Source: an optimization exercise on an open RTL-to-GDS flow (aim: small area and a short achievable clock period). Production flows keep margins and buffers that such runs may drop. Where RTL was checked, it was by simulation tests only, not by an equivalence proof against the original.

## Synth
module Synth(
  input         clock,
  input         reset,
  input  [19:0] io_Freq_0,
  input  [19:0] io_Freq_1,
  input  [19:0] io_Freq_2,
  input  [19:0] io_Freq_3,
  input  [19:0] io_Freq_4,
  input  [19:0] io_Freq_5,
  input  [17:0] io_Amp_0,
  input  [17:0] io_Amp_1,
  input  [17:0] io_Amp_2,
  input  [17:0] io_Amp_3,
  input  [17:0] io_Amp_4,
  input  [17:0] io_Amp_5,
  output [22:0] io_Out
);
Settings: LEC_CHECK=0, CAP_MARGIN=20, CORE_MARGIN=2, CORE_UTILIZATION=50, CTS_CLUSTER_DIAMETER=150, CTS_CLUSTER_SIZE=24, SLEW_MARGIN=20, SYNTH_HIERARCHICAL=1, SYNTH_MINIMUM_KEEP_SIZE=0, TNS_END_PERCENT=10; clock period 15.0 ns.
standard.sh (not shown) runs the stock make flow with config.mk's settings and CLKGATE_MAP_FILE= SYNTH_SCRIPT=/design/flow/synth_recipe.tcl, a recipe that flattens the netlist after the stock synthesis.
==> flow/flow/run.sh <==
#!/bin/bash
# Standard ORFS layout with a tighter setup-repair target and minimum-size
# port buffers. Full tool output goes to standard.log in the work folder.
set -euo pipefail
bash standard.sh SETUP_SLACK_MARGIN=8.0 'BUFFER_PORTS_ARGS=-buffer_cell sky130_fd_sc_hd__buf_1' finish > standard.log 2>&1
==> next run, changes <==
CORE_UTILIZATION = 40   (was 50)
After rerunning: The changed run produced a clean layout; worst setup slack gains 0.11 ns; count of clock-buffer cells in the layout increases by 1; via count decreases by 3.5%; global-route usage decreases by 7.1 points; core utilization decreases by 11 points; wire length decreases by 5.7%; die area increases by 25%; area after synthesis is unchanged.
==> next run, changes <==
==> flow/flow/run.sh (replaced) <==
#!/bin/bash
# Standard ORFS layout with a tighter setup-repair target and minimum-size
# port buffers. Full tool output goes to standard.log in the work folder.
set -euo pipefail
bash standard.sh SETUP_SLACK_MARGIN=8.5 'BUFFER_PORTS_ARGS=-buffer_cell sky130_fd_sc_hd__buf_1' finish > standard.log 2>&1
TNS_END_PERCENT = 20   (was 10)
Sequential share of layout area came out lower by 0.54 points.
Count of clock-buffer cells in the layout came out lower by 1.
Global-route usage came out higher by 0.37 points.
Wire length came out higher by 0.64%.
Area after synthesis is unchanged.
Cell count came out higher by 0.72%.
Fmax came out higher by 1.3%.
Synthesized cell count is unchanged.
Sequential cell count stays the same.

---

Setup of before:
Another version of the RTL of Synth (not shown whole).
Size: roughly 3500 cells after synthesis, ~34000 µm² of cells after synthesis.
==> flow/config.mk <==
export PLATFORM = sky130hd
export DESIGN_NAME = Synth
export DESIGN_NICKNAME = Synth
export VERILOG_FILES = /design/flow/design.v
export SDC_FILE = /design/flow/constraint.sdc
export NUM_CORES = 4
export LEC_CHECK = 0
export CAP_MARGIN = 20
export CORE_MARGIN = 2
export CORE_UTILIZATION = 40
export SLEW_MARGIN = 20
export SYNTH_HIERARCHICAL = 1
export SYNTH_MINIMUM_KEEP_SIZE = 0
export TNS_END_PERCENT = 20
==> flow/constraint.sdc <==
create_clock -name core_clock -period 15.0 [get_ports {clock}]
set_input_delay 3.0000 -clock core_clock [delete_from_list [all_inputs] [get_ports {clock}]]
set_output_delay 3.0000 -clock core_clock [all_outputs]
set_load 0.01 [all_outputs]
==> flow/flow/run.sh <==
#!/bin/bash
# Standard ORFS layout with a tighter setup-repair target and minimum-size
# port buffers. Full tool output goes to standard.log in the work folder.
set -euo pipefail
bash standard.sh SETUP_SLACK_MARGIN=8.5 'BUFFER_PORTS_ARGS=-buffer_cell sky130_fd_sc_hd__buf_1' finish > standard.log 2>&1
Inputs modified between before and after:
# before
export LEC_CHECK = 0
export CAP_MARGIN = 20
export CORE_MARGIN = 2
export CORE_UTILIZATION = 40
export SLEW_MARGIN = 20
export SYNTH_HIERARCHICAL = 1
export SYNTH_MINIMUM_KEEP_SIZE = 0
export TNS_END_PERCENT = 20
create_clock -name core_clock -period 15.0 [get_ports {clock}]
# after
export LEC_CHECK = 0
export CAP_MARGIN = 20
export CORE_MARGIN = 2
export CORE_UTILIZATION = 55
export CTS_BUF_LIST = sky130_fd_sc_hd__clkbuf_4 sky130_fd_sc_hd__clkbuf_8
export SLEW_MARGIN = 20
export SYNTH_HIERARCHICAL = 1
export SYNTH_MINIMUM_KEEP_SIZE = 0
export TNS_END_PERCENT = 20
create_clock -name core_clock -period 15.0 [get_ports {clock}]
==> summary.txt <==
Comparing before and after, cell count after placement is higher on before.
Comparing before against after, there is no change at all in final hold violation count.
No functional check of the RTL was part of any run of this note.

---

Synth, a different RTL version from the one above (not shown whole).
Size in the first run: about 3100 cells after synthesis, roughly 350 flip-flops, ~28000 sq um of cells after synthesis.
export LEC_CHECK = 0
export CAP_MARGIN = 20
export CORE_MARGIN = 2
export CORE_UTILIZATION = 40
export SLEW_MARGIN = 20
create_clock -name core_clock -period 15.0 [get_ports {clock}]
==> flow/flow/run.sh <==
#!/bin/bash
# Standard ORFS layout with a tighter setup-repair target and minimum-size
# port buffers. Full tool output goes to standard.log in the work folder.
set -euo pipefail
bash standard.sh SETUP_SLACK_MARGIN=6.5 'BUFFER_PORTS_ARGS=-buffer_cell sky130_fd_sc_hd__buf_1' finish > standard.log 2>&1
==> next run, changes <==
==> flow/flow/run.sh (replaced) <==
#!/bin/bash
# Standard ORFS layout with a tighter setup-repair target and minimum-size
# port buffers. Full tool output goes to standard.log in the work folder.
set -euo pipefail
bash standard.sh SETUP_SLACK_MARGIN=8 'BUFFER_PORTS_ARGS=-buffer_cell sky130_fd_sc_hd__buf_1' finish > standard.log 2>&1
Result: The changed run produced a clean layout; via count goes up by 0.94%; clock-buffer cell count goes up by 4; cell area barely changes; cell count goes up by 0.33%.
Function was not checked in any run of this note: the RTL went through the layout flow alone.

---

== old ==
Synth, a different RTL version from the one above (not shown whole).
Size: ~350 flip-flops, ~250 I/O pins, about 29000 µm² of cells after synthesis.
export LEC_CHECK = 0
export CAP_MARGIN = 20
export CORE_MARGIN = 2
export CORE_UTILIZATION = 40
export SETUP_SLACK_MARGIN = 5
export SLEW_MARGIN = 20
create_clock -name core_clock -period 15.0 [get_ports {clock}]
run.sh (not shown) runs the stock make flow with config.mk's settings and CLKGATE_MAP_FILE= SYNTH_SCRIPT=/design/flow/synth_recipe.tcl, a recipe that flattens the netlist after the stock synthesis.
Stock flow here: none of the scripts above is used.
For new, these inputs were changed with respect to old:
--- a/flow/config.mk
+++ b/flow/config.mk
@@ -11 +10,0 @@
-export SETUP_SLACK_MARGIN = 5
--- outcome ---
- [new] hold slack rose 0.0092 ns relative to old
- Number of signal-net inverters in the final layout came out exactly the same in new and old.
- new vs old: met2 routing resource usage after global routing down in new
Function was not checked in any run of this note: the RTL went through the layout flow alone.

---

Setup of maple:
Synth, a different RTL version from the one above (not shown whole).
Size in the first run: about 460 flip-flops, about 250 I/O pins.
==> flow/design.v (excerpt) <==
module Synth(
  input         clock,
  input         reset,
  input  [19:0] io_Freq_0,
  input  [19:0] io_Freq_1,
  input  [19:0] io_Freq_2,
  input  [19:0] io_Freq_3,
  input  [19:0] io_Freq_4,
  input  [19:0] io_Freq_5,
  input  [17:0] io_Amp_0,
  input  [17:0] io_Amp_1,
  input  [17:0] io_Amp_2,
  input  [17:0] io_Amp_3,
  input  [17:0] io_Amp_4,
  input  [17:0] io_Amp_5,
  output [22:0] io_Out
);
Settings: LEC_CHECK=0, CAP_MARGIN=20, CORE_MARGIN=2, CORE_UTILIZATION=40, SLEW_MARGIN=20, SYNTH_HIERARCHICAL=1, SYNTH_MINIMUM_KEEP_SIZE=0; clock period 15.0 ns.
standard.sh (not shown) runs the stock make flow with config.mk's settings and CLKGATE_MAP_FILE= SYNTH_SCRIPT=/design/flow/synth_recipe.tcl, a recipe that flattens the netlist after the stock synthesis.
==> flow/flow/run.sh <==
#!/bin/bash
# Standard ORFS layout with a tighter setup-repair target and minimum-size
# port buffers. Full tool output goes to standard.log in the work folder.
set -euo pipefail
bash standard.sh SETUP_SLACK_MARGIN=8.5 'BUFFER_PORTS_ARGS=-buffer_cell sky130_fd_sc_hd__buf_1' finish > standard.log 2>&1
--- input diff maple..cedar ---
==> flow/flow/run.sh <==
#!/bin/bash
# Standard ORFS layout with a tighter setup-repair target and minimum-size
# port buffers. Full tool output goes to standard.log in the work folder.
set -euo pipefail
bash standard.sh SETUP_SLACK_MARGIN=8.0 'BUFFER_PORTS_ARGS=-buffer_cell sky130_fd_sc_hd__buf_1' finish > standard.log 2>&1
diff --git a/flow/config.mk b/flow/config.mk
--- a/flow/config.mk
+++ b/flow/config.mk
@@ -13,0 +14 @@
+export TNS_END_PERCENT = 20
==> comparison <==
Highest clock frequency the design can meet: maple and cedar compared, lower one is maple. As far as count of buffers inserted at the top-level ports goes, maple and cedar are indistinguishable; the numbers are identical. cedar against maple: count of plain and timing-repair buffers decreased about 23%. As of cedar, routed length on met3 had fallen by more than 10% compared to maple. Summary: with maple as the reference, wire length in cedar moved down by a few percent. Re final hold violation count: no difference whatsoever between maple and cedar. Min first-pass iteration count of the detailed router across maple and cedar: cedar. As far as starting density of the core goes, maple and cedar are indistinguishable; the numbers are identical.

---

build 4:
Synth, a different RTL version from the one above (not shown whole).
Size in the first run: about 32,000 um2 of cells after synthesis.
clock: 15.0 ns
lec_check: 0
cap_margin: 20
core_margin: 2
core_utilization: 40
cts_cluster_diameter: 150
cts_cluster_size: 24
slew_margin: 20
synth_hierarchical: 1
synth_minimum_keep_size: 0
tns_end_percent: 20
==> flow/flow/run.sh <==
#!/bin/bash
# Standard ORFS layout with a tighter setup-repair target and minimum-size
# port buffers. Full tool output goes to standard.log in the work folder.
set -euo pipefail
bash standard.sh SETUP_SLACK_MARGIN=9.5 'BUFFER_PORTS_ARGS=-buffer_cell sky130_fd_sc_hd__buf_1' finish > standard.log 2>&1
Edits applied to the flow inputs when going from build 4 to build 40:
- changing TNS_END_PERCENT from 20 to 10
--- a/flow/flow/run.sh
+++ b/flow/flow/run.sh
@@ -4,2 +4,2 @@
 set -euo pipefail
-bash standard.sh SETUP_SLACK_MARGIN=9.5 'BUFFER_PORTS_ARGS=-buffer_cell sky130_fd_sc_hd__buf_1' finish > standard.log 2>&1
+bash standard.sh SETUP_SLACK_MARGIN=8.0 'BUFFER_PORTS_ARGS=-buffer_cell sky130_fd_sc_hd__buf_1' finish > standard.log 2>&1
## What came out
- Compared with build 4, in build 40 required arrival time at the worst endpoint up 60 ps; worst setup slack went down by 12 ps; number of gates given a new drive strength after cts moved down.
- As far as fmax is concerned, build 4 and build 40 perform about the same.
- Met2 layer wire length in the routed design: build 40 vs build 4, no meaningful difference
- Count of clock-buffer cells in the layout on build 40 is down relative to build 4.
- Re final area: build 40 is about 2.6% down on build 4.
diff inputs: build 40 => build 54
- TNS_END_PERCENT now 20, was 10
--- a/flow/flow/run.sh
+++ b/flow/flow/run.sh
@@ -4,2 +4,2 @@
 set -euo pipefail
-bash standard.sh SETUP_SLACK_MARGIN=8.0 'BUFFER_PORTS_ARGS=-buffer_cell sky130_fd_sc_hd__buf_1' finish > standard.log 2>&1
+bash standard.sh SETUP_SLACK_MARGIN=8.5 'BUFFER_PORTS_ARGS=-buffer_cell sky130_fd_sc_hd__buf_1' finish > standard.log 2>&1
==> comparison <==
- Looking at global routing met1 resource utilization, build 54 sits 0.39 points above build 40.
- Comparing build 40 with build 54, the overall die area came out essentially unchanged.
No run of this note included a check of the RTL's function; only the layout flow was run.

## afterwards: timing with drivers on the ports
No port has a modelled driver above. Below, the same layouts with a new extraction and two added sets of constraints. Step 1 assumes that a clkbuf_16 drives the clock port and a buf_2 every other input. Step 2 times the ports against the registers' clock, not the clock port: input delays grow and output delays shrink by t, the midpoint of the rising clock arrivals with the driver on. Slacks: ideal / step 1 / step 2; pairs: ideal / step 1.
run	t, ns	setup WS [ns]	hold slack, ns	latest minus earliest clock arrival (ns)	pins driven straight from the clock port
the first run of note 1	0.630	7.777 / 7.816 / 7.186	0.493 / 0.493 / 0.493	0.050 / 0.050	1
the second run of note 1	0.624	7.891 / 7.922 / 7.298	0.494 / 0.494 / 0.494	0.030 / 0.030	1
the third run of note 1	0.619	7.981 / 8.015 / 7.396	0.491 / 0.491 / 0.491	0.029 / 0.028	1
before	0.680	7.446 / 7.476 / 6.795	0.477 / 0.477 / 0.477	0.040 / 0.041	1
after	0.729	7.432 / 7.460 / 6.731	0.483 / 0.483 / 0.483	0.060 / 0.060	1
the first run of note 3	0.610	5.185 / 5.185 / 4.890	0.451 / 0.451 / 0.451	0.022 / 0.022	1
the second run of note 3	0.617	5.183 / 5.183 / 4.746	0.449 / 0.449 / 0.449	0.021 / 0.021	1
old	0.601	5.071 / 5.071 / 4.588	0.470 / 0.470 / 0.470	0.023 / 0.023	1
new	0.606	2.756 / 2.756 / 2.756	0.479 / 0.479 / 0.479	0.021 / 0.022	1
maple	0.684	7.473 / 7.518 / 6.834	0.487 / 0.487 / 0.487	0.049 / 0.049	1
cedar	0.675	7.570 / 7.614 / 6.939	0.484 / 0.484 / 0.484	0.041 / 0.041	1
build 4	0.619	7.832 / 7.865 / 7.246	0.488 / 0.488 / 0.488	0.029 / 0.029	1
build 40	0.615	7.819 / 7.853 / 7.239	0.488 / 0.488 / 0.488	0.042 / 0.041	1
build 54	0.623	7.878 / 7.917 / 7.293	0.487 / 0.487 / 0.487	0.031 / 0.031	1
After both steps setup and hold are still met in every run listed. For after, which loses most, drivers alone change the setup slack by +0.028 ns; drivers and shift together by -0.701 ns.
